What follows belongs to an exercise in optimizing a design on an open flow for small area; a production flow would make more cautious choices.
Where RTL was checked, it was by simulation tests only, not by an equivalence proof against the original.
For runs 2 and 4, only the layout was checked, not whether the RTL still works.
No driver is modelled on the clock port, so clocking that relies on it looks cheaper here than on a real chip.
Power and IR drop assume default switching activity.

===== flow/config.mk =====
export PLATFORM = sky130hd
export DESIGN_NAME = my_fifo
export DESIGN_NICKNAME = my_fifo
export VERILOG_FILES = /design/flow/design.v
export SDC_FILE = /design/flow/constraint.sdc
export NUM_CORES = 4
export LEC_CHECK = 0
export CAP_MARGIN = 20
export CORE_MARGIN = 2
export CORE_UTILIZATION = 40
export SLEW_MARGIN = 20

===== flow/constraint.sdc =====
create_clock -name core_clock -period 5.0 [get_ports {clk}]
set_input_delay 1.0000 -clock core_clock [delete_from_list [all_inputs] [get_ports {clk}]]
set_output_delay 1.0000 -clock core_clock [all_outputs]
set_load 0.01 [all_outputs]

===== flow/design.v =====
module my_fifo #(
                   parameter DATA_W           = 128      ,         
                   parameter DEPTH            = 10      ,         
                   parameter UPP_TH           = 4      ,         
                   parameter LOW_TH           = 2                
                )
                (
                   input                   clk         ,         
                   input                   rstn        ,         
                   input                   i_wren      ,         
                   input  [DATA_W - 1 : 0] i_wrdata    ,         
                   output                  o_alm_full  ,         
                   output                  o_full      ,         
                   input                   i_rden      ,         
                   output [DATA_W - 1 : 0] o_rddata    ,         
                   output                  o_alm_empty ,         
                   output                  o_empty               
                );
localparam AW = $clog2(DEPTH);
logic [DEPTH - 1 : 0] wrsel_rg  ;         
logic [DEPTH - 1 : 0] rdsel_rg  ;         
logic [AW        : 0] dcount_rg ;         
wire full_s  = (dcount_rg == DEPTH);
wire empty_s = (dcount_rg == 0);
wire wren_s  = i_wren & ~full_s;
wire rden_s  = i_rden & ~empty_s;
always @ (posedge clk) begin
   if (!rstn) begin
      wrsel_rg  <= 1;
      rdsel_rg  <= 1;
      dcount_rg <= 0;
   end
   else begin
      if (wren_s) wrsel_rg <= {wrsel_rg[DEPTH - 2 : 0], wrsel_rg[DEPTH - 1]};
      if (rden_s) rdsel_rg <= {rdsel_rg[DEPTH - 2 : 0], rdsel_rg[DEPTH - 1]};
      if (wren_s && !rden_s)      dcount_rg <= dcount_rg + 1;
      else if (!wren_s && rden_s) dcount_rg <= dcount_rg - 1;
   end
end
logic [DATA_W - 1 : 0] rddata_s;
genvar g;
generate
   for (g = 0; g < DEPTH; g++) begin : g_word
      logic [DATA_W - 1 : 0] data_rg;
      always @ (posedge clk)
         if (wren_s & wrsel_rg[g]) data_rg <= i_wrdata;
   end
endgenerate
always_comb begin
   rddata_s = '0;
   rddata_s = rddata_s | ({DATA_W{rdsel_rg[0]}} & g_word[0].data_rg);
   rddata_s = rddata_s | ({DATA_W{rdsel_rg[1]}} & g_word[1].data_rg);
   rddata_s = rddata_s | ({DATA_W{rdsel_rg[2]}} & g_word[2].data_rg);
   rddata_s = rddata_s | ({DATA_W{rdsel_rg[3]}} & g_word[3].data_rg);
   rddata_s = rddata_s | ({DATA_W{rdsel_rg[4]}} & g_word[4].data_rg);
   rddata_s = rddata_s | ({DATA_W{rdsel_rg[5]}} & g_word[5].data_rg);
   rddata_s = rddata_s | ({DATA_W{rdsel_rg[6]}} & g_word[6].data_rg);
   rddata_s = rddata_s | ({DATA_W{rdsel_rg[7]}} & g_word[7].data_rg);
   rddata_s = rddata_s | ({DATA_W{rdsel_rg[8]}} & g_word[8].data_rg);
   rddata_s = rddata_s | ({DATA_W{rdsel_rg[9]}} & g_word[9].data_rg);
end
assign o_full      = full_s;
assign o_empty     = empty_s;
assign o_alm_full  = (dcount_rg > UPP_TH);
assign o_alm_empty = (dcount_rg < LOW_TH);
assign o_rddata    = rddata_s;
endmodule

===== flow/run.sh =====
#!/bin/bash
# synth_recipe.tcl (not shown) runs the flow's synth.tcl, then flattens the netlist and writes it again
# the make line also repeats each setting of config.mk as NAME=value (left out here)
make -C /OpenROAD-flow-scripts/flow DESIGN_CONFIG=/design/flow/config.mk WORK_HOME=/design/flow/orfs CLKGATE_MAP_FILE= SYNTH_SCRIPT=/design/flow/synth_recipe.tcl finish

==> impl_results.md, run 1 <==
- Die X: 344 um
- Die Height: 344 um
- Routed vias/inst: 5.85
- Post-DP HPWL: 61000 um
- Core Area: 114000 sq um
- Worst Path Max Fanout: 56
- Critical Setup Path Class: reg -> out
- RSZ-0062 raised after global routing: no
- Vias in the first global route: 25000
- NumNets Final: 2736
- Fill count: 9280
- CP Cell Sequence: buf_12 -> a22o_1 -> a221oi_1 -> nand4_1 -> clkdlybuf4s50_1
- Clk pin slew, worst setup/hold paths: 0.06 ns
- Area Growth Syn to Fin: 18.9%
- DRT iter0 DRCs: 2545
- Synth warn: 1
- Final WL: 121000 um
- Worst Path Arrival: 3.15 ns
- Static Leak: 16.8 nW
- Hold Path Origin: wrsel_rg[0]
- Peak Freq: 0.241 GHz
- Post-synth top area share: 83.3%
- Setup TNS Final: 0 ns
- Ys flop type: edfxtp_1
- Setup Fix Bufs, Post-CTS: 0
- Cell internal pwr: 18.8 mW
- Antenna-violating nets left: 0
- TritonCTS Buffers: 121
- Avg Cell Area, Syn: 20.0 sq um
- Layout cells sized above 1: 8.97%
- Final period utilization: 83.0%
- Number of synthesized flops with an enable pin: 1280
- Sw Share: 22.9%
- Global route overflow: 0
- CP max stage cell: dfxtp_4
- Type of origin of the critical path: register
- Commonest non-fill, non-tap cell in the layout: edfxtp_1
- Initial Utilization: 40.3%
- Cts hold-fix bufs: 0
- Cell Area, Synth: 46100 sq um
- Area leader, netlist: edfxtp_1
- Register share of total power: 51.2%
- GPL Wtd Cong: 0.744
- CP required: 4.00 ns
- Max Transition Viols Final: 0
- Max incr delay on CP: 1.02 ns
- Outcome: complete, no violations
- Die area: 118000 sq um
- Comb pwr share: 11.7%
- Total power: 24.4 mW
- CTS tree: built
- DP Worst Slack: 1.52 ns
- P per Cell Area: 445 nW/um^2
- FF+latch count, synth: 1305
- Most frequent cells in the layout: 1280 x edfxtp_1, 384 x a22oi_1, 263 x clkdlybuf4s50_1
- HP Class: reg -> reg
- Final number of hold-violating endpoints: 0
- CP Launch Point: rdsel_rg[0]
- Slew HR: 27.7%
- Clk Tree Root Cell: clkbuf_16
- # H-tree levels: 3
- Clock power frac: 37.1%
- Pin count of the biggest net entering global routing: 87
- Asr flop ratio synth: 0%
- Synth top area cells: edfxtp_1 83%, a22oi_1 6.3%, a221oi_1 2.4%
- Total nets after synthesis: 2446
- Seq/Total Area, Yosys: 84.4%
- Reg-to-Reg Start: dcount_rg[0]
- Number of setup violations in the final report: 0
- Vias: 24600
- CTS Buffer Depth: 3
- Max-cap violations: 0
- Final worst setup slack: 0.848 ns
- # DRC: 0
- Gates resized, CTS repair: 0
- I/O pin cnt: 264
- Gr usage total: 20.2%
- Final min period: 4.15 ns
- First-pass GRT wire length: 173000 um
- TritonRoute pass-1 iters: 7
- Drt wl/cell: 28.7 um
- Post-Synthesis Cells: 2309
- Worst-Margin Slew: 1.08 ns
- NetSw: 5.58 mW
- Final Util: 47.9%
- Worst skew pair latency: 0.70 ns
- Cell variety after synth: 37
- Skew final: 0.0157 ns
- Initial antenna violation count: 21
- Worst IR drop on VDD: 0.265 mV
- PortBufs: 263
- Core Rows: 124
- CP Capture Type: output pin
- Clk sinks: 1305
-- sequential cells by signal, summed over array words and instances (netlist names) --
signal,count
g_word.data_rg,1280
rdsel_rg,10
wrsel_rg,10
dcount_rg,5
-- per-stage QoR --
stage	cells	area [sq um]	hold WS [ns]
after floorplan	2309	46100	0.439
after global placement	3988	50900	0.458
after detailed placement	3988	50900	0.463
after CTS	4209	54800	0.478
after global routing	4210	54800	0.499
final	4212	54800	0.478
-- cell families after synthesis --
| logic type | count (synthesis) | share of synthesized area, % |
|---|---|---|
| compound gates | 658 | 11.4 |
| mux | 12 | 0.260 |
| simple gates | 178 | 2.43 |
| buf+inv | 149 | 1.28 |
| fa+ha+maj | 5 | 0.152 |
| flops | 1305 | 84.4 |
| xor+xnor | 2 | 0.0380 |
-- path summary, 6_finish.rpt --
path	end	slack, ns	cells after the start
max	o_rddata[10]	0.85	5
min	wrsel_rg[0]	0.48	2
max reg2reg	dcount_rg[3]	1.69	9
min reg2reg	wrsel_rg[0]	0.48	2
-- area by class of cell --
cell class	count	area, sq um	share of cell area [%]
diodes	3	7.51	0.0137
well taps	1512	1890	3.45
clock inverters	62	587	1.07
clock buffers	159	3330	6.07
inverters	2	7.51	0.0137
repair buffers	314	3430	6.25
multi-input cells	855	6600	12.0
flip-flops and latches	1305	39000	71.1
-- worst max-delay path: cells and delay by family (launching register included) --
kind | cells | cell delay (ns)
AO/OA/AOI/OAI | 2 | 0.27
buffers and inverters | 2 | 0.99
AND/OR/NAND/NOR | 1 | 0.16
flip-flops | 1 | 1.02
-- cell usage after synthesis, types with 2 or more instances --
cell / count
o21a_1: 9
nor2_1: 3
mux2i_1: 12
xnor2_1: 2
a22o_1: 128
buf_2: 14
nor2b_1: 10
a21oi_1: 2
ha_1: 4
clkbuf_1: 120
nand4_1: 128
edfxtp_1: 1280
dfxtp_1: 25
buf_6: 2
and2_1: 12
buf_1: 11
nand3_1: 3
a221oi_1: 128
nand2_1: 6
and2_4: 9
a22oi_1: 384
o21ai_0: 2
-- power groups by stage --
stage / clock network [mW] / registers, mW / logic, mW
finish: 9.05 / 12.5 / 2.86
global route: 9.61 / 12.5 / 3.06
CTS: 9.21 / 12.5 / 2.90
detailed placement: 0 / 12.7 / 2.89
global placement: 0 / 12.7 / 2.87
floorplan: 0 / 12.5 / 1.34
-- routing by layer --
| layer | up-vias | share of wire, % | GRT usage (%) |
|---|---|---|---|
| li1 | 10500 | - | - |
| met1 | 12900 | 41 | 27.7 |
| met2 | 997 | 48 | 32.8 |
| met3 | 170 | 8.4 | 4.29 |
| met4 | 34 | 2.1 | 5.27 |
| met5 | - | 0.18 | 0 |
==> run 2, diff against run 1 <==
--- a/flow/design.v
+++ b/flow/design.v
@@ -46,22 +46,28 @@
          if (wren_s & wrsel_rg[g]) data_rg <= i_wrdata;
    end
 endgenerate
-always_comb begin
-   rddata_s = '0;
-   rddata_s = rddata_s | ({DATA_W{rdsel_rg[0]}} & g_word[0].data_rg);
-   rddata_s = rddata_s | ({DATA_W{rdsel_rg[1]}} & g_word[1].data_rg);
-   rddata_s = rddata_s | ({DATA_W{rdsel_rg[2]}} & g_word[2].data_rg);
-   rddata_s = rddata_s | ({DATA_W{rdsel_rg[3]}} & g_word[3].data_rg);
-   rddata_s = rddata_s | ({DATA_W{rdsel_rg[4]}} & g_word[4].data_rg);
-   rddata_s = rddata_s | ({DATA_W{rdsel_rg[5]}} & g_word[5].data_rg);
-   rddata_s = rddata_s | ({DATA_W{rdsel_rg[6]}} & g_word[6].data_rg);
-   rddata_s = rddata_s | ({DATA_W{rdsel_rg[7]}} & g_word[7].data_rg);
-   rddata_s = rddata_s | ({DATA_W{rdsel_rg[8]}} & g_word[8].data_rg);
-   rddata_s = rddata_s | ({DATA_W{rdsel_rg[9]}} & g_word[9].data_rg);
-end
+genvar b;
+generate
+   for (b = 0; b < DATA_W; b++) begin : g_bit
+      logic [2 : 0] grp_n;
+      my_fifo_aoi222 u_g0 (.a({g_word[0].data_rg[b], g_word[1].data_rg[b], g_word[2].data_rg[b]}),
+                           .s(rdsel_rg[2 : 0]), .y(grp_n[0]));
+      my_fifo_aoi222 u_g1 (.a({g_word[3].data_rg[b], g_word[4].data_rg[b], g_word[5].data_rg[b]}),
+                           .s(rdsel_rg[5 : 3]), .y(grp_n[1]));
+      my_fifo_aoi222 u_g2 (.a({g_word[6].data_rg[b], g_word[7].data_rg[b], g_word[8].data_rg[b]}),
+                           .s(rdsel_rg[8 : 6]), .y(grp_n[2]));
+      my_fifo_tail   u_t  (.g(grp_n), .a(g_word[9].data_rg[b]), .s(rdsel_rg[9]), .y(rddata_s[b]));
+   end
+endgenerate
 assign o_full      = full_s;
 assign o_empty     = empty_s;
 assign o_alm_full  = (dcount_rg > UPP_TH);
 assign o_alm_empty = (dcount_rg < LOW_TH);
 assign o_rddata    = rddata_s;
 endmodule
+module my_fifo_aoi222 (input [2 : 0] a, input [2 : 0] s, output y);
+   assign y = ~((a[0] & s[2]) | (a[1] & s[1]) | (a[2] & s[0]));
+endmodule
+module my_fifo_tail (input [2 : 0] g, input a, input s, output y);
+   assign y = ~(g[0] & g[1] & g[2] & ~(a & s));
+endmodule
--- a/flow/config.mk
+++ b/flow/config.mk
@@ -9,3 +9,4 @@
 export CORE_MARGIN = 2
 export CORE_UTILIZATION = 40
 export SLEW_MARGIN = 20
+export SYNTH_HIERARCHICAL = 1
==> run 2 against run 1 <==
  * Maximum frequency fell by 0.46%
  * Clock power increased by 8.5%
  * Final cell count shrank 2.4%
  * Register-to-register slack improved by 0.10 ns
  * Synthesized area decreased by 2.9%
  * Combinational power shrank 7.0%
  * Sequential power hardly changed
  * Non-clock buffer count is 16 higher
  * Flip-flop and latch count did not move
  * Via count fell by 1.7%
  * Sequential share of layout area up 0.47 points
  * Highest routed layer unchanged
==> impl_results.md, run 2 <==
- Outcome: complete, no violations
- Max-cap violations: 0 (unchanged)
- Worst-Margin Slew: 0.910 ns (-0.174 ns)
- Synth top area cells: edfxtp_1 86%, a222oi_1 8.6%, nand4_1 1.8%
- Cell Area, Synth: 44800 sq um (-2.9%)
- CTS tree: built
- Critical Setup Path Class: reg -> out
- Die X: 339 um (-1.5%)
- Final number of hold-violating endpoints: 0 (unchanged)
- Synth Area in Compound Gates: 8.89% (-2.5 points)
- Vias in the first global route: 25100 (+0.26%)
- XOR/XNOR share of the synthesized area: 0.0391% (+0.0011 points)
- Routed vias/inst: 5.89 (+0.78%)
- # DRC: 0 (unchanged)
- Fill count: 8949 (-3.6%)
- Gr usage total: 20.1% (-0.041 points)
- Die area: 115000 sq um (-2.9%)
- Clk sinks: 1305 (unchanged)
- Final period utilization: 83.4% (+0.39 points)
- Adder-Cell Fraction of Synth Area: 0.156% (+0.0046 points)
- Initial Utilization: 40.4% (+0.070 points)
- PortBufs: 263 (unchanged)
- Final min period: 4.17 ns (+0.0194 ns)
- Setup TNS Final: 0 ns (unchanged)
- Worst Path Arrival: 3.17 ns (+0.02 ns)
- Ys flop type: edfxtp_1
- CP Capture Type: output pin
- Clk Tree Root Cell: clkbuf_16
- Die Height: 339 um (-1.5%)
- Type of origin of the critical path: register
- TritonCTS Buffers: 136 (+12%)
- Max Transition Viols Final: 0 (unchanged)
- Total nets after synthesis: 2178 (-11%)
- Register-to-register setup slack: 1.79 ns (+0.10 ns)
- Skew final: 0.0284 ns (+0.0127 ns)
- Core Area: 111000 sq um (-3.1%)
- Largest register by flop count: g_word.data_rg
- P per Cell Area: 458 nW/um^2 (+2.9%)
- Worst IR drop on VDD: 0.292 mV (+10%)
- Cts hold-fix bufs: 0 (unchanged)
- RSZ-0062 raised after global routing: no
- Total power: 24.9 mW (+2.2%)
- Setup Fix Bufs, Post-CTS: 0 (unchanged)
- Post-synthesis mux area share: 0.268% (+0.0078 points)
- Max incr delay on CP: 0.83 ns (-0.19 ns)
- Worst skew pair latency: 0.74 ns (+0.04 ns)
- Core Rows: 122 (-1.6%)
- Final WL: 117000 um (-3.1%)
- Global route overflow: 0 (unchanged)
- Number of synthesized flops with an enable pin: 1280 (unchanged)
- Clk pin slew, worst setup/hold paths: 0.06 ns (about the same)
- # H-tree levels: 4 (+1)
- Storage element area: 39000 sq um (unchanged)
- Avg Cell Area, Syn: 21.9 sq um (+9.8%)
- Commonest non-fill, non-tap cell in the layout: edfxtp_1
- Peak Freq: 0.240 GHz (-0.46%)
- Post-synth top area share: 85.8% (+2.5 points)
- CP Cell Sequence: buf_4 -> a222oi_1 -> nand4_1 -> clkdlybuf4s50_1
- Number of setup violations in the final report: 0 (unchanged)
- Worst Path Max Fanout: 47 (-16%)
- GPL Wtd Cong: 0.735 (-1.3%)
- Footprint of the multi-input gates: 5790 sq um (-12%)
- Most frequent cells in the layout: 1280 x edfxtp_1, 384 x a222oi_1, 263 x clkdlybuf4s50_1, 138 x clkbuf_16, 134 x nand2_1
- Vias: 24200 (-1.7%)
- NumNets Final: 2639 (-3.5%)
- Initial antenna violation count: 24 (+14%)
- Post-Synthesis Cells: 2041 (-12%)
- Post-synthesis simple-gate area fraction: 3.58% (+1.1 points)
- Area leader, netlist: edfxtp_1
- Cell variety after synth: 33 (-11%)
- Largest family of logic cells by synthesized area: compound AO/OA/AOI/OAI gates
- I/O pin cnt: 264 (unchanged)
- Static Leak: 16.8 nW (+0.22%)
- Synth cell count leaders: 1280 x edfxtp_1, 384 x a222oi_1, 134 x nand2_1
- CTS Buffer Depth: 3 (unchanged)
- Max FFs per register: 1280 (unchanged)
- Layout cells sized above 1: 10.7% (+1.8 points)
- Antenna-violating nets left: 0 (unchanged)
- Pin count of the biggest net entering global routing: 87 (unchanged)
- Slew HR: 39.1% (+11 points)
- Largest regs: g_word.data_rg x1280, rdsel_rg x10, wrsel_rg x10
- Gates resized, CTS repair: 0 (unchanged)
- HP Class: reg -> reg
- Area Growth Syn to Fin: 21.6%
- Drt wl/cell: 28.5 um (-0.64%)
- Asr flop ratio synth: 0% (unchanged)
- Most common cell in the netlist: edfxtp_1
- FF+latch count, synth: 1305 (unchanged)
- CP max stage cell: dfxtp_4
- First-pass GRT wire length: 170000 um (-1.8%)
- Synth warn: 7 (+6)
- Post-DP HPWL: 64300 um (+5.5%)
- TritonRoute pass-1 iters: 14 (+7)
- CP required: 4.00 ns (about the same)
- Seq/Total Area, Yosys: 87.0% (+2.5 points)
- DRT iter0 DRCs: 3322 (+31%)
[run 2: logic make-up after synthesis]
family / count (synthesis)
mux: 12
buf+inv: 9
simple gates: 306
xor+xnor: 2
compound gates: 402
fa+ha+maj: 5
flops: 1305
[run 2: path summary, 6_finish.rpt]
path	from	to	depth (start not counted)
max	rdsel_rg[3]	o_rddata[58]	4
min reg2reg	wrsel_rg[0]	wrsel_rg[0]	2
min	wrsel_rg[0]	wrsel_rg[0]	2
max reg2reg	dcount_rg[0]	dcount_rg[3]	9
[run 2: worst max-delay path: cells and delay by family, from the launching register on]
family                 cells  cell delay [ns]
AOI/OAI and AO/OA          1             0.16
buffers and inverters      2             1.11
DFF                        1             0.83
and+or+nand+nor            1             0.31
[run 2: final cells by class]
class / instances / area share (%)
multi-input combinational: 727 / 10.6
sequential: 1305 / 71.6
clock inverter: 78 / 1.47
tap: 1488 / 3.42
inverter: 2 / 0.0138
antenna: 12 / 0.0551
clock buffer: 167 / 6.56
timing repair buffer: 330 / 6.29
[run 2: per-stage QoR]
step	hold WS [ns]	setup slack [ns]	cell area, sq um	util [%]	std cells
2_1_floorplan	0.439	0.430	44800	-	2041
4_1_cts	0.478	0.787	54400	49.1	4097
5_1_grt	0.505	0.723	54400	49.1	4103
3_3_place_gp	0.466	1.37	50100	45.2	3852
3_5_place_dp	0.467	1.49	50100	45.2	3852
6_report	0.485	0.828	54500	49.1	4109
[run 2: routing by layer]
metal	vias up	track usage [%]	wire length [um]
li1	10400	-	-
met1	12500	25.6	45700
met2	1169	34.1	58600
met3	187	4.88	10300
met4	28	6.33	2480
met5	-	0	177
[run 2: modules after synthesis (local to each module, per instance)]
module          copies in the design  cell area, sq um
my_fifo_aoi222                   384              10.0
my_fifo_tail                     128              10.0
my_fifo                            1             39700
[run 2: report_power, final]
part	internal [mW]	switching [mW]	total, mW
registers	12.2	0.216	12.5
logic	1.18	1.48	2.66
clock network	5.70	4.12	9.82
total	19.1	5.82	24.9
==> run 3, diff against run 2 <==
--- a/flow/design.v
+++ b/flow/design.v
@@ -42,8 +42,12 @@
 generate
    for (g = 0; g < DEPTH; g++) begin : g_word
       logic [DATA_W - 1 : 0] data_rg;
+      logic [DATA_W - 1 : 0] next_s;
+      wire we_s   = wren_s & wrsel_rg[g];
+      wire hold_s = ~we_s;
+      my_fifo_ao22 #(.W(DATA_W)) u_hold (.a(i_wrdata), .sa(we_s), .b(data_rg), .sb(hold_s), .y(next_s));
       always @ (posedge clk)
-         if (wren_s & wrsel_rg[g]) data_rg <= i_wrdata;
+         data_rg <= next_s;
    end
 endgenerate
 genvar b;
@@ -71,3 +75,6 @@
 module my_fifo_tail (input [2 : 0] g, input a, input s, output y);
    assign y = ~(g[0] & g[1] & g[2] & ~(a & s));
 endmodule
+module my_fifo_ao22 #(parameter W = 1) (input [W - 1 : 0] a, input sa, input [W - 1 : 0] b, input sb, output [W - 1 : 0] y);
+   assign y = ({W{sa}} & a) | ({W{sb}} & b);
+endmodule
==> run 3 against run 2 <==
  * Register-to-register slack lost 0.44 ns
  * Combinational power grew 64%
  * Global-route usage grew 5.9 points
  * Sequential share of layout area shrank 22 points
  * Die area grew 1.7%
==> impl_results.md, run 3 <==
- Slew HR: 24.3% (-15 points)
- Initial antenna violation count: 19 (-21%)
- Clk pin slew, worst setup/hold paths: 0.05 ns (about the same)
- P per Cell Area: 519 nW/um^2 (+13%)
- Final period utilization: 88.5% (+5.1 points)
- Worst Path Max Fanout: 59 (+26%)
- Synth warn: 7 (unchanged)
- Fill count: 10000 (+12%)
- Drt wl/cell: 29.3 um (+2.6%)
- R2R cell count: 10 (+1)
- Outcome: complete, no violations
- RSZ-0062 raised after global routing: no
- Skew final: 0.0367 ns (+0.00836 ns)
- Worst r2r dst: dcount_rg[4]
- CP Capture Type: output pin
- Post-Synthesis Cells: 3611 (+77%)
- Area Growth Syn to Fin: 16.9%
- Largest register by flop count: g_word.data_rg
- Max-cap violations: 0 (unchanged)
- Clk Tree Root Cell: clkbuf_16
- Max FFs per register: 1280 (unchanged)
- Most frequent cells in the layout: 1295 x dfxtp_1, 1280 x a22o_1, 384 x a222oi_1, 263 x clkdlybuf4s50_1, 143 x nand2_1
- CTS Buffer Depth: 3 (unchanged)
- Final Util: 47.3% (-1.9 points)
- PortBufs: 263 (unchanged)
- Max Transition Viols Final: 0 (unchanged)
- Cell Area, Synth: 45500 sq um (+1.7%)
- Largest regs: g_word.data_rg x1280, rdsel_rg x10, wrsel_rg x10
- Commonest non-fill, non-tap cell in the layout: dfxtp_1
- Vias in the first global route: 35400 (+41%)
- Vias: 35900 (+48%)
- Post-DP Area: 48700 sq um (-2.8%)
- Final instance area: 53200 sq um (-2.2%)
- Hold Crit Depth: 1 (-1)
- Initial Utilization: 40.4% (about the same)
- Hold Path Origin: g_word[9].data_rg[37]
- Clk sinks: 1305 (unchanged)
- GPL Wtd Cong: 0.739 (+0.56%)
- TritonCTS Buffers: 138 (+1.5%)
- DRT iter0 DRCs: 5175 (+56%)
- Die area: 117000 sq um (+1.7%)
- Area leader, netlist: dfxtp_1
- Worst Path Arrival: 3.43 ns (+0.26 ns)
- Gr usage total: 26.0% (+5.9 points)
- Static Leak: 20.6 nW (+23%)
- HP Class: reg -> reg
- Worst IR drop on VDD: 0.313 mV (+6.9%)
- Gates resized, CTS repair: 0 (unchanged)
- Ys flop type: dfxtp_1
- Antenna-violating nets left: 0 (unchanged)
- # H-tree levels: 4 (unchanged)
- Final worst setup slack: 0.573 ns (-0.255 ns)
- Most common cell in the netlist: dfxtp_1
- # DRC: 0 (unchanged)
- Type of origin of the critical path: register
- Core Area: 113000 sq um (+1.7%)
- Asr flop ratio synth: 0% (unchanged)
- CP required: 4.00 ns (about the same)
- Final number of hold-violating endpoints: 0 (unchanged)
- Total nets after synthesis: 3748 (+72%)
- Critical Setup Path Class: reg -> out
- Worst skew pair latency: 0.76 ns (+0.02 ns)
- Routed vias/inst: 6.63 (+12%)
- Worst-Margin Slew: 1.14 ns (+0.226 ns)
- First-pass GRT wire length: 234000 um (+38%)
- NumNets Final: 3936 (+49%)
- Final min period: 4.43 ns (+0.255 ns)
- Die Height: 341 um (+0.85%)
- CTS tree: built
- Worst Hold End: g_word[9].data_rg[37]
- FF+latch count, synth: 1305 (unchanged)
- DP Worst Slack: 1.03 ns (-0.469 ns)
- Synth top area cells: dfxtp_1 57%, a22o_1 25%, a222oi_1 8.4%
- Post-synth top area share: 57.4% (-28 points)
- Avg Cell Area, Syn: 12.6 sq um (-43%)
- I/O pin cnt: 264 (unchanged)
- Seq/Total Area, Yosys: 57.4% (-30 points)
- Reg-to-Reg Start: dcount_rg[0]
- Core Rows: 123 (+0.82%)
- Synth cell count leaders: 1305 x dfxtp_1, 1280 x a22o_1, 384 x a222oi_1
- Layout cells sized above 1: 7.94% (-2.8 points)
- Number of synthesized flops with an enable pin: 0 (-100%)
- Setup TNS Final: 0 ns (unchanged)
- Peak Freq: 0.226 GHz (-5.8%)
- Number of setup violations in the final report: 0 (unchanged)
- Pin count of the biggest net entering global routing: 130 (+49%)
- Global route overflow: 0 (unchanged)
- TritonRoute pass-1 iters: 9 (-5)
- Final WL: 158000 um (+35%)
- Register-to-register setup slack: 1.35 ns (-0.44 ns)
- Cell variety after synth: 33 (unchanged)
- Post-DP HPWL: 77500 um (+21%)
- Cts hold-fix bufs: 0 (unchanged)
- Die X: 341 um (+0.85%)
- Setup Fix Bufs, Post-CTS: 0 (unchanged)
==> run 3: changes by cell type in the layout (fill, tap and decap cells not counted), moves of 10 or more <==
| cell | previous run | this run |
|---|---|---|
| a22o_1 | 0 | 1280 |
| and2_4 | 10 | 0 |
| clkbuf_1 | 28 | 42 |
| clkbuf_8 | 1 | 24 |
| clkinv_1 | 29 | 0 |
| dfxtp_1 | 15 | 1295 |
| edfxtp_1 | 1280 | 0 |
| nand2_4 | 0 | 10 |
==> run 3: per-stage QoR <==
stage / hold WS (ns) / std cells / total power [mW]
2_1_floorplan: 0.435 / 3611 / 15.2
3_3_place_gp: 0.451 / 5159 / 17.3
3_5_place_dp: 0.452 / 5159 / 17.4
4_1_cts: 0.472 / 5406 / 27.7
5_1_grt: 0.474 / 5411 / 28.6
6_report: 0.468 / 5411 / 27.6
==> run 3: area by class of cell <==
cell class	instances	area (sq um)	area share [%]
sequential	1305	26200	49.1
multi-input combinational	2007	17000	31.9
clock buffer	208	4040	7.59
timing repair buffer	335	3520	6.62
tap	1500	1880	3.53
clock inverter	39	529	0.994
inverter	12	95.1	0.179
antenna	5	12.5	0.0235
==> run 3: modules after synthesis, one instance, submodules excluded, excerpt <==
module	flip-flops and latches	cells	copies in the design
my_fifo	1305	1411	1
my_fifo_tail	0	2	128
my_fifo_aoi222	0	1	384
==> run 3: routing by layer <==
metal / global-route usage (%) / up-vias / part of all wire [%]
met4: 9.75 / 24 / 2.9
met2: 41.7 / 1887 / 46
met1: 34.9 / 18100 / 42
met5: 0 / - / 0.10
met3: 4.86 / 310 / 8.3
li1: - / 15500 / -
==> run 3: how the worst max path moves through the flow <==
stage / from / depth (start not counted) / endpoint
after floorplan: rdsel_rg[8] / 2 / o_rddata[0]
after global placement: i_wren / 10 / dcount_rg[4]
after detailed placement: i_wren / 10 / dcount_rg[4]
after CTS: rdsel_rg[0] / 5 / o_rddata[83]
after global routing: rdsel_rg[8] / 4 / o_rddata[32]
final: rdsel_rg[8] / 4 / o_rddata[31]
==> run 3: critical path, cell delays in order, from the launching register on <==
cell and delay, ns:
dfxtp_4 0.97, buf_12 0.43, a222oi_1 0.20, nand4_1 0.31, clkdlybuf4s50_1 0.61
==> run 3: logic make-up after synthesis <==
logic type | count (synthesis) | synth area share [%]
fa+ha+maj | 5 | 0.154
mux | 12 | 0.264
xor+xnor | 2 | 0.0385
simple gates | 306 | 3.36
flops | 1305 | 57.4
buf+inv | 299 | 5.48
compound gates | 1682 | 33.3
==> run 3: power by group <==
part           total (mW)  leakage, nW  internal [mW]  switching, mW
clock                10.4         2.24           6.04           4.35
sequential           12.9         10.7           11.9          0.970
combinational        4.35         7.69           2.26           2.09
==> run 4, diff against run 3 <==
==> flow/design.v (replaced) <==
module my_fifo #(
                   parameter DATA_W           = 128      ,         
                   parameter DEPTH            = 10      ,         
                   parameter UPP_TH           = 4      ,         
                   parameter LOW_TH           = 2                
                )
                (
                   input                   clk         ,         
                   input                   rstn        ,         
                   input                   i_wren      ,         
                   input  [DATA_W - 1 : 0] i_wrdata    ,         
                   output                  o_alm_full  ,         
                   output                  o_full      ,         
                   input                   i_rden      ,         
                   output [DATA_W - 1 : 0] o_rddata    ,         
                   output                  o_alm_empty ,         
                   output                  o_empty               
                );
logic [DATA_W - 1        : 0] data_rg [DEPTH] ;         
logic [$clog2(DEPTH) - 1 : 0] wrptr_rg        ;         
logic [$clog2(DEPTH) - 1 : 0] rdptr_rg        ;         
logic [$clog2(DEPTH)     : 0] dcount_rg       ;         
logic                         wren_s          ;         
logic                         rden_s          ;         
logic                         full_s          ;         
logic                         empty_s         ;         
always @ (posedge clk) begin
   if (!rstn) begin      
      for (int i = 0; i < DEPTH; i++) data_rg[i] <= '0 ;
      wrptr_rg  <= 0              ;
      rdptr_rg  <= 0              ;      
      dcount_rg <= 0              ;
   end
   else begin   
      if (wren_s) begin                          
         data_rg [wrptr_rg] <= i_wrdata ;         
         if (wrptr_rg == DEPTH - 1) begin
            wrptr_rg <= 0               ;         
         end
         else begin
            wrptr_rg <= wrptr_rg + 1    ;         
         end
      end
      if (rden_s) begin         
         if (rdptr_rg == DEPTH - 1) begin
            rdptr_rg <= 0               ;         
         end
         else begin
            rdptr_rg <= rdptr_rg + 1    ;         
         end
      end
      if (wren_s && !rden_s) begin                
         dcount_rg <= dcount_rg + 1 ;
      end                    
      else if (!wren_s && rden_s) begin           
         dcount_rg <= dcount_rg - 1 ;         
      end
   end
end
assign full_s      = (dcount_rg == DEPTH) ? 1'b1 : 0                ; 
assign empty_s     = (dcount_rg == 0    ) ? 1'b1 : 0                ;
assign wren_s      = i_wren & !full_s                               ;  
assign rden_s      = i_rden & !empty_s                              ;
assign o_full      = full_s                             ;
assign o_empty     = empty_s                                        ;
assign o_alm_full  = ((dcount_rg > UPP_TH) ? 1'b1 : 0)              ;
assign o_alm_empty = (dcount_rg < LOW_TH) ? 1'b1 : 0                ;  
assign o_rddata    = data_rg [rdptr_rg]                             ;   
endmodule
--- a/flow/config.mk
+++ b/flow/config.mk
@@ -9,4 +9,3 @@
 export CORE_MARGIN = 2
 export CORE_UTILIZATION = 40
 export SLEW_MARGIN = 20
-export SYNTH_HIERARCHICAL = 1
==> run 4 against run 3 <==
  * Still clean on timing, DRC and antenna
  * Global-route usage decreased by 4.9 points
  * Sequential power increased by 53%
  * Register-to-register slack improved by 0.61 ns
  * Critical path depth unchanged
  * Non-clock buffer count increased by 43
  * Critical endpoint is now o_rddata[78]
==> impl_results.md, run 4 <==
- Outcome: complete, no violations
- Post-synth top area share: 73.4% (+16 points)
- Total nets after synthesis: 4955 (+32%)
- Worst IR drop on VDD: 0.326 mV (+4.3%)
- Final std cells w/o fill: 8050 (+49%)
- Die area: 213000 sq um (+83%)
- Antenna-violating nets left: 0 (unchanged)
- NumNets Final: 5223 (+33%)
- Worst-Margin Slew: 1.06 ns (-0.0796 ns)
- Most common cell in the netlist: edfxtp_1
- Synth top area cells: edfxtp_1 73%, mux4_2 14%, nor2_1 4.8%
- CP required: 4.00 ns (about the same)
- Pin count of the biggest net entering global routing: 129 (-0.77%)
- CP Cell Sequence: or2_2 -> o22ai_1 -> nor2_1 -> clkdlybuf4s50_1
- Setup Fix Bufs, Post-CTS: 0 (unchanged)
- Largest regs: data_rg x2048, dcount_rg x5
- Clk Tree Root Cell: clkbuf_16
- Gates resized, CTS repair: 0 (unchanged)
- Initial Utilization: 40.1% (-0.30 points)
- Critical Setup Path Class: reg -> out
- Clk pin slew, worst setup/hold paths: 0.06 ns (about the same)
- Comb pwr share: 19.1% (+3.4 points)
- Post-DP HPWL: 117000 um (+51%)
- Post-DP Area: 90700 sq um (+86%)
- Commonest non-fill, non-tap cell in the layout: edfxtp_1
- Max-cap violations: 0 (unchanged)
- CTS Buffer Depth: 3 (unchanged)
- Cell internal pwr: 32.2 mW (+59%)
- CP max stage cell: dfxtp_1
- Final worst setup slack: 0.212 ns (-0.361 ns)
- Cells after DPL: 7683 (+49%)
- Avg Cell Area, Syn: 17.4 sq um (+38%)
- Most frequent cells in the layout: 2048 x edfxtp_1, 1064 x nor2_1, 512 x mux4_2, 263 x clkdlybuf4s50_1, 214 x a22oi_1
- # DRC: 0 (unchanged)
- Drt wl/cell: 27.9 um (-4.7%)
- Layout cells sized above 1: 19.8% (+12 points)
- HP Class: reg -> reg
- Final period utilization: 95.8% (+7.2 points)
- TritonRoute pass-1 iters: 5 (-4)
- Hold Slack: 0.542 ns (+0.0743 ns)
- Global route overflow: 0 (unchanged)
- Routed vias/inst: 5.57 (-16%)
- Slew HR: 29.3% (+5.0 points)
- CP Capture Type: output pin
- CTS tree: built
- Vias: 44800 (+25%)
- Peak Freq: 0.209 GHz (-7.5%)
- Cell variety after synth: 46 (+39%)
- Skew final: 0.0274 ns (-0.00934 ns)
- Final WL: 225000 um (+42%)
- Largest register by flop count: data_rg
- DP Worst Slack: 0.813 ns (-0.213 ns)
- Die Height: 462 um (+35%)
- TritonCTS Buffers: 206 (+49%)
- Synth cell count leaders: 2048 x edfxtp_1, 1069 x nor2_1, 512 x mux4_2
- Ys flop type: edfxtp_1
- First-pass GRT wire length: 323000 um (+38%)
- P per Cell Area: 444 nW/um^2 (-15%)
- Final number of hold-violating endpoints: 0 (unchanged)
- Type of origin of the critical path: register
- Core Rows: 168 (+37%)
- DRT iter0 DRCs: 4932 (-4.7%)
- Register share of total power: 45.8% (-0.9 points)
- Sw Share: 25.3% (-1.5 points)
- RSZ-0062 raised after global routing: no
- Number of synthesized flops with an enable pin: 2048 (+2048)
- Synth warn: 1 (-6)
- Static Leak: 32.4 nW (+57%)
- Max FFs per register: 2048 (+60%)
- Setup TNS Final: 0 ns (unchanged)
- Final instance area: 97200 sq um (+83%)
- Final min period: 4.79 ns (+0.361 ns)
- FF+latch count, synth: 2065 (+58%)
- GPL Wtd Cong: 0.734 (-0.62%)
- Core Area: 209000 sq um (+85%)
- Worst Path Max Fanout: 16 (-73%)
- Seq/Total Area, Yosys: 73.8% (+16 points)
- Die X: 462 um (+35%)
- Vias in the first global route: 46100 (+30%)
- Max incr delay on CP: 0.80 ns (-0.17 ns)
- Post-Synthesis Cells: 4818 (+33%)
- Cell Area, Synth: 83800 sq um (+84%)
- # H-tree levels: 4 (unchanged)
- NetSw: 10.9 mW (+47%)
- Clk sinks: 2065 (+58%)
- Clock power frac: 35.1% (-2.5 points)
- Initial antenna violation count: 11 (-8)
- Max Transition Viols Final: 0 (unchanged)
- Area Growth Syn to Fin: 16.0%
- Area leader, netlist: edfxtp_1
- Worst skew pair latency: 0.86 ns (+0.10 ns)
- I/O pin cnt: 264 (unchanged)
- PortBufs: 263 (unchanged)
- Cts hold-fix bufs: 0 (unchanged)
- Number of setup violations in the final report: 0 (unchanged)
- Asr flop ratio synth: 0% (unchanged)
- Worst Path Arrival: 3.79 ns (+0.36 ns)
- Gr usage total: 21.1% (-4.9 points)
==> run 4: changes by cell type after synthesis, sizes merged, moves of 214 or more <==
cell    previous run  this run
mux4               0       512
a222oi           384         0
a22o            1280         0
dfxtp           1305        17
edfxtp             0      2048
a22oi              0       214
nor2               3      1069
==> run 4: cell families (layout without fill, tap and decap cells) <==
| kind of cell | after synthesis | in the layout | synth area share (%) |
|---|---|---|---|
| flops | 2065 | 2065 | 73.8 |
| simple gates | 1496 | 1496 | 7.53 |
| mux | 516 | 516 | 13.8 |
| buf+inv | 453 | 879 | 2.36 |
| compound gates | 280 | 280 | 2.43 |
| fa+ha+maj | 5 | 5 | 0.0836 |
| xor+xnor | 3 | 3 | 0.0313 |
| other cells | 0 | 1 | 0 |
==> run 4: cell type report <==
class                      count  area [sq um]
fill                       17800        112000
multi-input combinational   2300         20200
tap                         2805          3510
sequential                  2065         61900
antenna                        1          2.50
timing repair buffer         378          4570
clock buffer                 264          5480
inverter                     135           507
clock inverter               102          1070
==> run 4: worst paths after layout <==
kind	start	slack, ns	endpoint	cells after the start
max	register	0.21	o_rddata[78]	4
min	dcount_rg[4]	0.54	dcount_rg[4]	2
min reg2reg	dcount_rg[4]	0.54	dcount_rg[4]	2
max reg2reg	dcount_rg[0]	1.96	dcount_rg[4]	9
==> run 4: worst max-delay path: cells and delay by family (launching register included) <==
family | cells | cell delay (ns)
flip-flops | 1 | 0.80
AND/OR/NAND/NOR | 2 | 1.26
buffers and inverters | 1 | 0.67
AO/OA/AOI/OAI | 1 | 0.19
==> run 4: through the flow <==
stage	power [mW]	util (%)
after floorplan	25.4	-
after global placement	28.5	43.4
after detailed placement	28.5	43.4
after CTS	43.6	46.5
after global routing	44.7	46.5
final	43.1	46.5
==> run 4: routing by layer <==
layer,global-route usage [%],wire length (um),up-vias,share of wire [%]
met2,33.7,107000,1801,48
met4,5.86,5710,12,2.5
met3,4.31,18100,286,8.1
met1,29.5,93800,23700,42
li1,-,-,19000,-
met5,0,81,-,0.036
==> run 4: power by group through the flow <==
stage | clock [mW] | sequential [mW] | combinational [mW]
finish | 15.1 | 19.8 | 8.23
CTS | 15.4 | 19.8 | 8.44
detailed placement | 0 | 20.1 | 8.40
floorplan | 0 | 20.0 | 5.36
global placement | 0 | 20.1 | 8.38
global route | 16.0 | 19.8 | 8.84
==> run 5, diff against run 4 <==
==> flow/design.v (replaced) <==
module my_fifo #(
                   parameter DATA_W           = 128      ,         
                   parameter DEPTH            = 10      ,         
                   parameter UPP_TH           = 4      ,         
                   parameter LOW_TH           = 2                
                )
                (
                   input                   clk         ,         
                   input                   rstn        ,         
                   input                   i_wren      ,         
                   input  [DATA_W - 1 : 0] i_wrdata    ,         
                   output                  o_alm_full  ,         
                   output                  o_full      ,         
                   input                   i_rden      ,         
                   output [DATA_W - 1 : 0] o_rddata    ,         
                   output                  o_alm_empty ,         
                   output                  o_empty               
                );
localparam CW = $clog2(DEPTH + 1);                
logic [CW - 1 : 0] dcount_rg ;                    
logic [DEPTH - 1 : 0] pol_rg ;                    
wire full_s  = (dcount_rg == DEPTH);
wire empty_s = (dcount_rg == 0);
wire wren_s  = i_wren & ~full_s;
wire rden_s  = i_rden & ~empty_s;
wire [CW - 1 : 0] wrpos_s = rden_s ? dcount_rg - 1'b1 : dcount_rg;
logic [DEPTH - 1 : 0] ld_s;                       
logic [DEPTH - 1 : 0] sh_s;                       
logic [DEPTH - 1 : 0] hd_s;                       
always_comb begin
   for (int i = 0; i < DEPTH; i++) begin
      ld_s[i] = wren_s & (wrpos_s == i);
      sh_s[i] = (i < DEPTH - 1) ? rden_s & ~ld_s[i] : 1'b0;
      hd_s[i] = ~(ld_s[i] | sh_s[i]);
   end
end
always @ (posedge clk) begin
   if (!rstn) begin
      dcount_rg <= 0;
   end
   else begin
      if (wren_s && !rden_s)      dcount_rg <= dcount_rg + 1'b1;
      else if (!wren_s && rden_s) dcount_rg <= dcount_rg - 1'b1;
   end
end
always @ (posedge clk)
   for (int i = 0; i < DEPTH; i++)
      pol_rg[i] <= ld_s[i] | (sh_s[i] ? ~pol_rg[(i < DEPTH - 1) ? i + 1 : i] : ~pol_rg[i]);
genvar g, b;
generate
   for (g = 0; g < DEPTH; g++) begin : g_word
      logic [DATA_W - 1 : 0] data_rg;
      logic [DATA_W - 1 : 0] next_s;
      always @ (posedge clk)
         data_rg <= next_s;
   end
   for (g = 0; g < DEPTH - 1; g++) begin : g_mid
      for (b = 0; b < DATA_W; b++) begin : g_bit
         my_fifo_aoi222 u_next (.a({g_word[g].data_rg[b], g_word[g + 1].data_rg[b], i_wrdata[b]}),
                                .s({hd_s[g], sh_s[g], ld_s[g]}), .y(g_word[g].next_s[b]));
      end
   end
endgenerate
my_fifo_oai22 #(.W(DATA_W)) u_last (.a(i_wrdata), .an(~ld_s[DEPTH - 1]), .b(g_word[DEPTH - 1].data_rg),
                                    .bn(ld_s[DEPTH - 1]), .y(g_word[DEPTH - 1].next_s));
assign o_full      = full_s;
assign o_empty     = empty_s;
assign o_alm_full  = (dcount_rg > UPP_TH);
assign o_alm_empty = (dcount_rg < LOW_TH);
my_fifo_xor #(.W(DATA_W)) u_out (.a(g_word[0].data_rg), .s(pol_rg[0]), .y(o_rddata));
endmodule
module my_fifo_aoi222 (input [2 : 0] a, input [2 : 0] s, output y);
   assign y = ~((a[0] & s[0]) | (a[1] & s[1]) | (a[2] & s[2]));
endmodule
module my_fifo_oai22 #(parameter W = 1) (input [W - 1 : 0] a, input an, input [W - 1 : 0] b, input bn, output [W - 1 : 0] y);
   assign y = ~((a | {W{an}}) & (b | {W{bn}}));
endmodule
module my_fifo_xor #(parameter W = 1) (input [W - 1 : 0] a, input s, output [W - 1 : 0] y);
   assign y = a ^ {W{s}};
endmodule
==> flow/flow/run.sh (new file) <==
#!/bin/bash
# The standard layout, with each port buffered by the smallest buffer (buf_1)
# instead of the cell buffer_ports picks by default. ORFS writes each step's
# full log under orfs/logs/; make's own output goes to standard.log.
set -euo pipefail
export BUFFER_PORTS_ARGS="-buffer_cell sky130_fd_sc_hd__buf_1"
bash standard.sh > standard.log 2>&1
==> flow/standard.sh (new file) <==
#!/bin/bash
# synth_recipe.tcl (not shown) runs the flow's synth.tcl, then flattens the netlist and writes it again
# the make line also repeats each setting of config.mk as NAME=value (left out here)
make -C /OpenROAD-flow-scripts/flow DESIGN_CONFIG=/design/flow/config.mk WORK_HOME=/design/flow/orfs CLKGATE_MAP_FILE= SYNTH_SCRIPT=/design/flow/synth_recipe.tcl "${@:-finish}"
--- a/flow/config.mk
+++ b/flow/config.mk
@@ -8,4 +8,8 @@
 export CAP_MARGIN = 20
 export CORE_MARGIN = 2
 export CORE_UTILIZATION = 40
+export CTS_BUF_LIST = sky130_fd_sc_hd__clkbuf_16
+export CTS_CLUSTER_DIAMETER = 100
+export CTS_CLUSTER_SIZE = 24
 export SLEW_MARGIN = 20
+export SYNTH_HIERARCHICAL = 1
removed: flow/run.sh
==> run 5 against run 4 <==
  * Still clean
  * First-iteration DRC count grew 62%
  * Synthesized cell count is 41% lower
  * Sequential share of layout area shrank 7.3 points
  * Clock power fell by 64%
  * Combinational power rose by 98%
  * Sequential power barely moved
==> impl_results.md, run 5 <==
- Post-synth top area share: 63.6% (-9.8 points)
- Final worst setup slack: 1.21 ns (+0.999 ns)
- FF+latch count, synth: 1294 (-37%)
- Most common cell in the netlist: dfxtp_1
- Drt wl/cell: 27.2 um (-2.5%)
- I/O pin cnt: 264 (unchanged)
- Final WL: 125000 um (-45%)
- Clk sinks: 1294 (-37%)
- Routed vias/inst: 7.16 (+29%)
- RSZ-0062 raised after global routing: no
- Peak Freq: 0.264 GHz (+26%)
- # H-tree levels: 2 (-2)
- Worst-Margin Slew: 1.08 ns (+0.0204 ns)
- Fill count: 9402 (-47%)
- CP max stage cell: a21oi_4
- Max Transition Viols Final: 0 (unchanged)
- Total nets after synthesis: 3000 (-39%)
- DRT iter0 DRCs: 8007 (+62%)
- Critical Setup Path Class: reg -> reg
- TritonCTS Buffers: 60 (-71%)
- Slew HR: 28.1% (-1.2 points)
- Area leader, netlist: dfxtp_1
- Register-to-register setup slack: 1.21 ns (-0.75 ns)
- TritonRoute pass-1 iters: 22 (+17)
- CP Cell Sequence: inv_8 -> ha_4 -> or3b_4 -> and2_4 -> a21oi_4 -> a31oi_4 -> buf_12 -> a222oi_1
- Post-Synthesis Cells: 2864 (-41%)
- Skew final: 0.0208 ns (-0.00662 ns)
- Antenna-violating nets left: 0 (unchanged)
- CTS tree: built
- CTS Buffer Depth: 3 (unchanged)
- Worst Path Arrival: 4.35 ns (+0.56 ns)
- CP Launch Point: dcount_rg[0]
- Post-DP HPWL: 63800 um (-45%)
- Final min period: 3.79 ns (-0.999 ns)
- Cell Area, Synth: 40700 sq um (-51%)
- Number of synthesized flops with an enable pin: 0 (-100%)
- Pin count of the biggest net entering global routing: 129 (unchanged)
- PortBufs: 263 (unchanged)
- Commonest non-fill, non-tap cell in the layout: dfxtp_1
- Reg-to-Reg Start: dcount_rg[0]
- NumNets Final: 3339 (-36%)
- Hold Path Origin: pol_rg[9]
- Largest regs: g_word.data_rg x1280, pol_rg x10, dcount_rg x4
- # DRC: 0 (unchanged)
- Hold Slack: 0.398 ns (-0.144 ns)
- Final period utilization: 75.8% (-20 points)
- Die area: 104000 sq um (-51%)
- Number of setup violations in the final report: 0 (unchanged)
- Type of origin of the critical path: register
- Setup Fix Bufs, Post-CTS: 0 (unchanged)
- Worst Hold End: pol_rg[9]
- Clk pin slew, worst setup/hold paths: 0.09 ns (+0.03 ns)
- Gates resized, CTS repair: 0 (unchanged)
- Max-cap violations: 0 (unchanged)
- Clk Tree Root Cell: clkbuf_16
- Layout cells sized above 1: 5.77% (-14 points)
- Initial antenna violation count: 12 (+1)
- Die Height: 323 um (-30%)
- Synth warn: 7 (+6)
- P per Cell Area: 899 nW/um^2 (+100%)
- Final number of hold-violating endpoints: 0 (unchanged)
- Core Area: 101000 sq um (-51%)
- Synth top area cells: dfxtp_1 64%, a222oi_1 28%, xor2_1 2.8%
- CP Capture Type: register
- Outcome: complete, no violations
- R2R cell count: 8 (-1)
- Core Rows: 117 (-30%)
- Global route overflow: 0 (unchanged)
- Vias in the first global route: 30900 (-33%)
- Largest register by flop count: g_word.data_rg
- Setup TNS Final: 0 ns (unchanged)
- Die X: 323 um (-30%)
- Seq/Total Area, Yosys: 63.6% (-10 points)
- Initial Utilization: 40.2% (about the same)
- Ys flop type: dfxtp_1
- Max FFs per register: 1280 (-38%)
- Vias: 32800 (-27%)
- Worst skew pair latency: 0.67 ns (-0.19 ns)
- HP Class: reg -> reg
- Worst IR drop on VDD: 0.677 mV (+110%)
- Area Growth Syn to Fin: 13.0%
- First-pass GRT wire length: 190000 um (-41%)
- Synth cell count leaders: 1294 x dfxtp_1, 1152 x a222oi_1, 130 x xor2_1
- CP required: 5.56 ns (+1.56 ns)
- Cts hold-fix bufs: 0 (unchanged)
- GPL Wtd Cong: 0.723 (-1.5%)
- Asr flop ratio synth: 0% (unchanged)
- Cell variety after synth: 44 (-4.3%)
- Avg Cell Area, Syn: 14.2 sq um (-18%)
- Most frequent cells in the layout: 1292 x dfxtp_1, 1152 x a222oi_1, 263 x buf_1, 130 x xor2_1, 128 x o22ai_1
- Total power: 41.4 mW (-4.1%)
- Gr usage total: 22.8% (+1.6 points)
- Worst Path Max Fanout: 43 (+27)
- Hold Crit Depth: 1 (-1)
- Worst r2r dst: g_word[6].data_rg[78]
- Max incr delay on CP: 0.89 ns (+0.09 ns)
- DP Worst Slack: 1.17 ns (+0.358 ns)
- Static Leak: 16.2 nW (-50%)
## run 5: changes by cell type after synthesis, moves of 213 or more
cell,before,now
mux4_2,512,0
edfxtp_1,2048,0
a222oi_1,0,1152
nor2_1,1069,6
a22oi_1,214,1
dfxtp_1,17,1294
## run 5: layout make-up
class | count | area, sq um | share of cell area (%)
Antenna cell | 3 | 7.51 | 0.0163
Clock buffer | 61 | 1530 | 3.32
Clock inverter | 4 | 57.6 | 0.125
Inverter | 7 | 38.8 | 0.0843
Multi-Input combinational cell | 1506 | 14600 | 31.8
Sequential cell | 1294 | 25900 | 56.3
Tap cell | 1368 | 1710 | 3.72
Timing Repair Buffer | 334 | 2150 | 4.66
## run 5: worst max-delay path by stage
stage | slack (ns) | endpoint | depth (start not counted)
after floorplan | -0.29 | g_word[6].data_rg[0] | 11
after global placement | 1.18 | g_word[5].data_rg[71] | 6
after detailed placement | 1.17 | g_word[5].data_rg[8] | 6
after CTS | 1.20 | g_word[5].data_rg[8] | 8
after global routing | 0.97 | g_word[6].data_rg[66] | 8
final | 1.21 | g_word[6].data_rg[78] | 8
## run 5: worst max-delay path, delay by kind of cell, from the launching register on
| kind | cells | cell delay (ns) |
|---|---|---|
| AO/OA/AOI/OAI | 3 | 1.69 |
| adder cells (fa/ha/maj) | 1 | 0.19 |
| buffers and inverters | 2 | 0.53 |
| flip-flops | 1 | 0.50 |
| AND/OR/NAND/NOR | 2 | 0.70 |
## run 5: stage by stage
stage | instance area (sq um) | util, % | cells
after floorplan | 41100 | - | 2864
after global placement | 44400 | 43.8 | 4509
after detailed placement | 44400 | 43.8 | 4509
after CTS | 46000 | 45.4 | 4574
after global routing | 46000 | 45.4 | 4575
final | 46000 | 45.4 | 4577
## run 5: cells by family (layout without fill, tap and decap cells)
logic type                 count (synthesis)  in the layout  synth area share (%)
and+or+nand+nor                           37             37                 0.541
AOI/OAI and AO/OA                       1322           1322                  31.0
adders and majority gates                  4              4                 0.123
xor gates and xnor gates                 133            133                  2.88
muxes                                     10             10                 0.273
buffers and inverters                     64            406                  1.57
other                                      0              3                     0
DFF                                     1294           1294                  63.6
## run 5: modules after synthesis (local to each module, per instance), a selection
module / cells inside / flip-flops and latches
my_fifo_aoi222: 1 / 0
my_fifo: 1414 / 1294
## run 5: power by group
part	switching (mW)	internal (mW)	total, mW
logic	9.31	6.98	16.3
clock network	3.18	2.24	5.41
registers	3.30	16.4	19.7
total	15.8	25.6	41.4
## run 5: per-layer routing
layer  vias to the layer above  wire length [um]  track usage, %
met5                         -               107               0
li1                      14400                 -               -
met3                       115             10800            4.21
met1                     16900             56200            32.7
met2                      1401             55800            35.7
met4                        18              1620            4.38
==> run 6, diff against run 5 <==
==> flow/flow/run.sh (replaced) <==
#!/bin/bash
# The standard layout (standard.sh) with two changes:
#  - each port is buffered by the smallest buffer (buf_1) instead of the cell buffer_ports picks;
#  - after clock tree synthesis, flow/downsize.tcl gives each upsized non-clock cell the smallest
#    drive strength that keeps slew, capacitance and timing within margins (area recovery).
# ORFS writes each step's full log under orfs/logs/; make's own output goes to standard.log.
set -euo pipefail
export BUFFER_PORTS_ARGS="-buffer_cell sky130_fd_sc_hd__buf_1"
export POST_CTS_TCL="$PWD/flow/downsize.tcl"
bash standard.sh > standard.log 2>&1
==> flow/flow/downsize.tcl (new file) <==
# Area recovery after CTS: give each upsized non-clock cell the smallest drive strength of its
# kind that keeps every max-slew and max-capacitance check at least 20% below its limit (the
# margin ORFS's own repair aims for), setup slack at least 0.3 ns and hold slack at least 0.
# Placement-estimated parasitics; the repair after global routing fixes what the estimate missed.
estimate_parasitics -placement
proc ds_ok {} {
  if {[sta::max_slew_check_slack_limit] < min(0.2, $::ds_slew0)} { return 0 }
  if {[sta::max_capacitance_check_slack_limit] < min(0.2, $::ds_cap0)} { return 0 }
  if {[sta::worst_slack_cmd max] < min(0.3e-9, $::ds_setup0)} { return 0 }
  if {[sta::worst_slack_cmd min] < min(0.0, $::ds_hold0)} { return 0 }
  return 1
}
set ::ds_slew0 [sta::max_slew_check_slack_limit]
set ::ds_cap0 [sta::max_capacitance_check_slack_limit]
set ::ds_setup0 [sta::worst_slack_cmd max]
set ::ds_hold0 [sta::worst_slack_cmd min]
puts "downsize: before: slew slack/limit $::ds_slew0, capacitance slack/limit $::ds_cap0, setup slack $::ds_setup0, hold slack $::ds_hold0"
set ds_saved 0.0
set ds_before [ds_ok]
puts "downsize: design ok before: $ds_before"
foreach inst [get_cells *] {
  set ref [get_property $inst ref_name]
  if {![regexp {^(sky130_fd_sc_hd__[a-z0-9]+)_([0-9]+)$} $ref -> base sz]} { continue }
  if {$sz <= 1} { continue }
  if {[regexp {__(clk|df|edf|sdf|dl|tap|fill|decap|conb|diode)} $base]} { continue }
  set dbi [[ord::get_db_block] findInst [get_full_name $inst]]
  if {[$dbi isFixed]} { continue }
  set cur [[$dbi getMaster] getName]
  set a0 [expr {[[$dbi getMaster] getWidth] * [[$dbi getMaster] getHeight] / 1e6}]
  foreach s {0 1 2 3 4 6 8 12} {
    if {$s >= $sz} { break }
    set cand ${base}_$s
    set m [[ord::get_db] findMaster $cand]
    if {$m eq "NULL" || $m eq ""} { continue }
    if {[llength [get_lib_cells -quiet */$cand]] == 0} { continue }
    set lc [get_lib_cells */$cand]
    if {[get_property $lc dont_use]} { continue }
    replace_cell $inst $cand
    if {[ds_ok]} {
      set a1 [expr {[$m getWidth] * [$m getHeight] / 1e6}]
      set ds_saved [expr {$ds_saved + $a0 - $a1}]
      break
    }
    replace_cell $inst $cur
  }
}
puts "downsize: saved $ds_saved um2"
detailed_placement
check_placement
==> run 6 against run 5 <==
  * Core utilization fell by 0.98 points
  * Critical path type unchanged
  * Combinational power is 5% lower
  * Count of clock-buffer cells in the layout is the same
  * Largest power group unchanged
  * Highest routed layer unchanged
  * Die area unchanged
  * First-iteration DRC count down 0.30%
  * Synthesized area is the same
  * Synthesized cell count unchanged
  * Sequential power is essentially flat
==> impl_results.md, run 6 <==
- Final number of hold-violating endpoints: 0 (unchanged)
- Slew HR: 21.7% (-6.3 points)
- Largest regs: g_word.data_rg x1280, pol_rg x10, dcount_rg x4
- Largest register by flop count: g_word.data_rg
- Worst IR drop on VDD: 0.662 mV (-2.1%)
- Worst Path Arrival: 4.98 ns (+0.63 ns)
- Core Area: 101000 sq um (unchanged)
- Clk pin slew, worst setup/hold paths: 0.09 ns (about the same)
- Commonest non-fill, non-tap cell in the layout: dfxtp_1
- HP Class: reg -> reg
- Worst r2r dst: g_word[6].data_rg[94]
- Most frequent cells in the layout: 1292 x dfxtp_1, 1152 x a222oi_1, 275 x buf_1, 130 x xor2_1, 128 x o22ai_1
- Max-cap violations: 0 (unchanged)
- Layout cells sized above 1: 4.27% (-1.5 points)
- FF+latch count, synth: 1294 (unchanged)
- Post-DP HPWL: 63800 um (unchanged)
- Die area: 104000 sq um (unchanged)
- Final std cells w/o fill: 4579 (+0.044%)
- Setup TNS Final: 0 ns (unchanged)
- GPL Wtd Cong: 0.723 (unchanged)
- Synth warn: 7 (unchanged)
- Max FFs per register: 1280 (unchanged)
- PortBufs: 263 (unchanged)
- Asr flop ratio synth: 0% (unchanged)
- Critical Setup Path Class: reg -> reg
- TritonRoute pass-1 iters: 17 (-23%)
- # DRC: 0 (unchanged)
- Drt wl/cell: 27.2 um (about the same)
- Met3 WL: 11100 um (+2.8%)
- Worst skew pair latency: 0.68 ns (about the same)
- CTS tree: built
- CP Cell Sequence: inv_1 -> ha_1 -> or3b_1 -> and2_2 -> xnor2_2 -> nor4_2 -> buf_6 -> buf_2 -> a222oi_1
- First-pass GRT wire length: 191000 um (+0.14%)
- Skew final: 0.0210 ns (+0.000169 ns)
- CP Capture Type: register
- P per Cell Area: 899 nW/um^2 (about the same)
- Avg Cell Area, Syn: 14.2 sq um (unchanged)
- Die X: 323 um (unchanged)
- Cell Area, Synth: 40700 sq um (unchanged)
- Post-synth top area share: 63.6% (unchanged)
- Worst Setup EP: g_word[6].data_rg[94]
- Max incr delay on CP: 0.68 ns (-0.21 ns)
- Outcome: complete, no violations
- R2R cell count: 9 (+1)
- Gr usage total: 22.8% (+0.028 points)
- Initial antenna violation count: 10 (-2)
- Area Growth Syn to Fin: 10.6%
- Buf/Inv on CP: 3 (+1)
- Ys flop type: dfxtp_1
- Vias: 32900 (+0.33%)
- Peak Freq: 0.222 GHz (-16%)
- Cell variety after synth: 44 (unchanged)
- DRT iter0 DRCs: 7983 (-0.30%)
- Fill count: 9535 (+1.4%)
- CP required: 5.47 ns (-0.09 ns)
- Synth cell count leaders: 1294 x dfxtp_1, 1152 x a222oi_1, 130 x xor2_1
- NumNets Final: 3341 (+0.060%)
- I/O pin cnt: 264 (unchanged)
- Die Height: 323 um (unchanged)
- Met1 WL: 55900 um (-0.63%)
- Worst Path Max Fanout: 50 (+16%)
- DR top layer: met5
- Seq/Total Area, Yosys: 63.6% (unchanged)
- Register-to-register setup slack: 0.49 ns (-0.72 ns)
- Post-Synthesis Cells: 2864 (unchanged)
- Global route overflow: 0 (unchanged)
- Total nets after synthesis: 3000 (unchanged)
- Cells after DPL: 4509 (unchanged)
- Type of origin of the critical path: register
- RSZ-0062 raised after global routing: no
- Area leader, netlist: dfxtp_1
- Hold Slack: 0.395 ns (-0.00335 ns)
- Synth top area cells: dfxtp_1 64%, a222oi_1 28%, xor2_1 2.8%
- CP Depth: 9 (+1)
- CP Launch Point: dcount_rg[0]
- Vias in the first global route: 30900 (+0.071%)
- Routed vias/inst: 7.18 (+0.29%)
- Number of synthesized flops with an enable pin: 0 (unchanged)
- Pin count of the biggest net entering global routing: 129 (unchanged)
- Reg-to-Reg Start: dcount_rg[0]
- Antenna-violating nets left: 0 (unchanged)
- Clk sinks: 1294 (unchanged)
- Core Rows: 117 (unchanged)
- Final period utilization: 90.2% (+14 points)
- CP max stage cell: buf_2
- Initial Utilization: 40.2% (unchanged)
- Max Transition Viols Final: 0 (unchanged)
- CP delay by family, top: buffers and inverters
- Final WL: 125000 um (about the same)
- Static Leak: 16.0 nW (-1.5%)
- Worst-Margin Slew: 1.17 ns (+0.0974 ns)
- Final min period: 4.51 ns (+0.721 ns)
- Met2 WL: 55600 um (-0.29%)
- Most common cell in the netlist: dfxtp_1
- Number of setup violations in the final report: 0 (unchanged)
==> run 6: worst min path at each step <==
stage / startpoint / end / cells after the start
after floorplan: pol_rg[9] / pol_rg[9] / 1
after global placement: pol_rg[9] / pol_rg[9] / 1
after detailed placement: pol_rg[9] / pol_rg[9] / 1
after global routing: pol_rg[9] / pol_rg[9] / 1
final: pol_rg[9] / pol_rg[9] / 1
==> run 6: logic make-up after synthesis <==
family	Yosys count	synth area share [%]
compound gates	1322	31.0
xor+xnor	133	2.88
fa+ha+maj	4	0.123
buf+inv	64	1.57
flops	1294	63.6
mux	10	0.273
simple gates	37	0.541
==> run 6: metrics by stage <==
| stage | utilization, % | setup slack, ns | power (mW) | cell area, sq um |
|---|---|---|---|---|
| 5_1_grt | 44.4 | 0.202 | 43.1 | 45000 |
| 2_1_floorplan | - | -0.287 | 30.4 | 41100 |
| 3_5_place_dp | 43.8 | 1.17 | 36.0 | 44400 |
| 6_report | 44.4 | 0.490 | 40.5 | 45000 |
| 3_3_place_gp | 43.8 | 1.18 | 35.6 | 44400 |
==> run 6: power by group <==
group          leakage, nW  switching (mW)  internal, mW
combinational         4.24            9.04          6.42
clock                0.775            3.16          2.20
sequential            10.9            3.29          16.4
total                 16.0            15.5          25.0
==> run 6: final cells by class <==
class                      instances  area [sq um]  share of cell area (%)
tap                             1368          1710                    3.80
clock buffer                      61          1530                    3.39
timing repair buffer             336          1550                    3.43
inverter                           7          26.3                  0.0583
antenna                            3          7.51                  0.0167
sequential                      1294         25900                    57.5
multi-input combinational       1506         14300                    31.7
clock inverter                     4          32.5                  0.0722
==> run 6: per-module statistics from Yosys (local to each module, per instance), a selection <==
module,cells,flip-flops and latches
my_fifo,1414,1294
my_fifo_aoi222,1,0
==> run 6: per-layer routing <==
layer	track usage, %	up-vias
met5	0	-
met4	4.60	14
met3	4.17	125
met2	35.5	1453
met1	32.9	16900
li1	-	14400

port drivers added, routing unchanged:
Ports are ideal in the flow. The routed layouts listed here were re-timed in OpenROAD.
Step 1 sets driving cells, clkbuf_16 on the clock port and buf_2 on the other inputs (assumed; they add their load-dependent delay and slew).
Step 2 moves the port delays by t, midway between the first and last clock arrival at a register: inputs arrive t later, outputs are due t later. That takes back most of the time a late clock gives input paths.
a / b / c = ideal ports / drivers / drivers and shift; a / b = the first two.
run	t, ns	setup slack, ns	latest minus earliest clock arrival (ns)	worst data-port slew with drivers (ns)
run 1	0.750	0.848 / 0.780 / 1.471	0.027 / 0.027	0.16
run 2	0.793	0.828 / 0.761 / 1.524	0.034 / 0.034	0.17
run 3	0.821	0.573 / 0.498 / 0.986	0.039 / 0.039	0.12
run 4	0.913	0.212 / 0.129 / 0.812	0.051 / 0.050	0.17
run 5	0.734	1.211 / 1.211 / 1.129	0.032 / 0.031	0.13
run 6	0.734	0.490 / 0.490 / 0.490	0.034 / 0.034	0.14
After both steps every run listed still meets setup and hold. For run 5, which loses most, drivers alone change the setup slack by 0.000 ns; drivers and shift together by -0.082 ns.
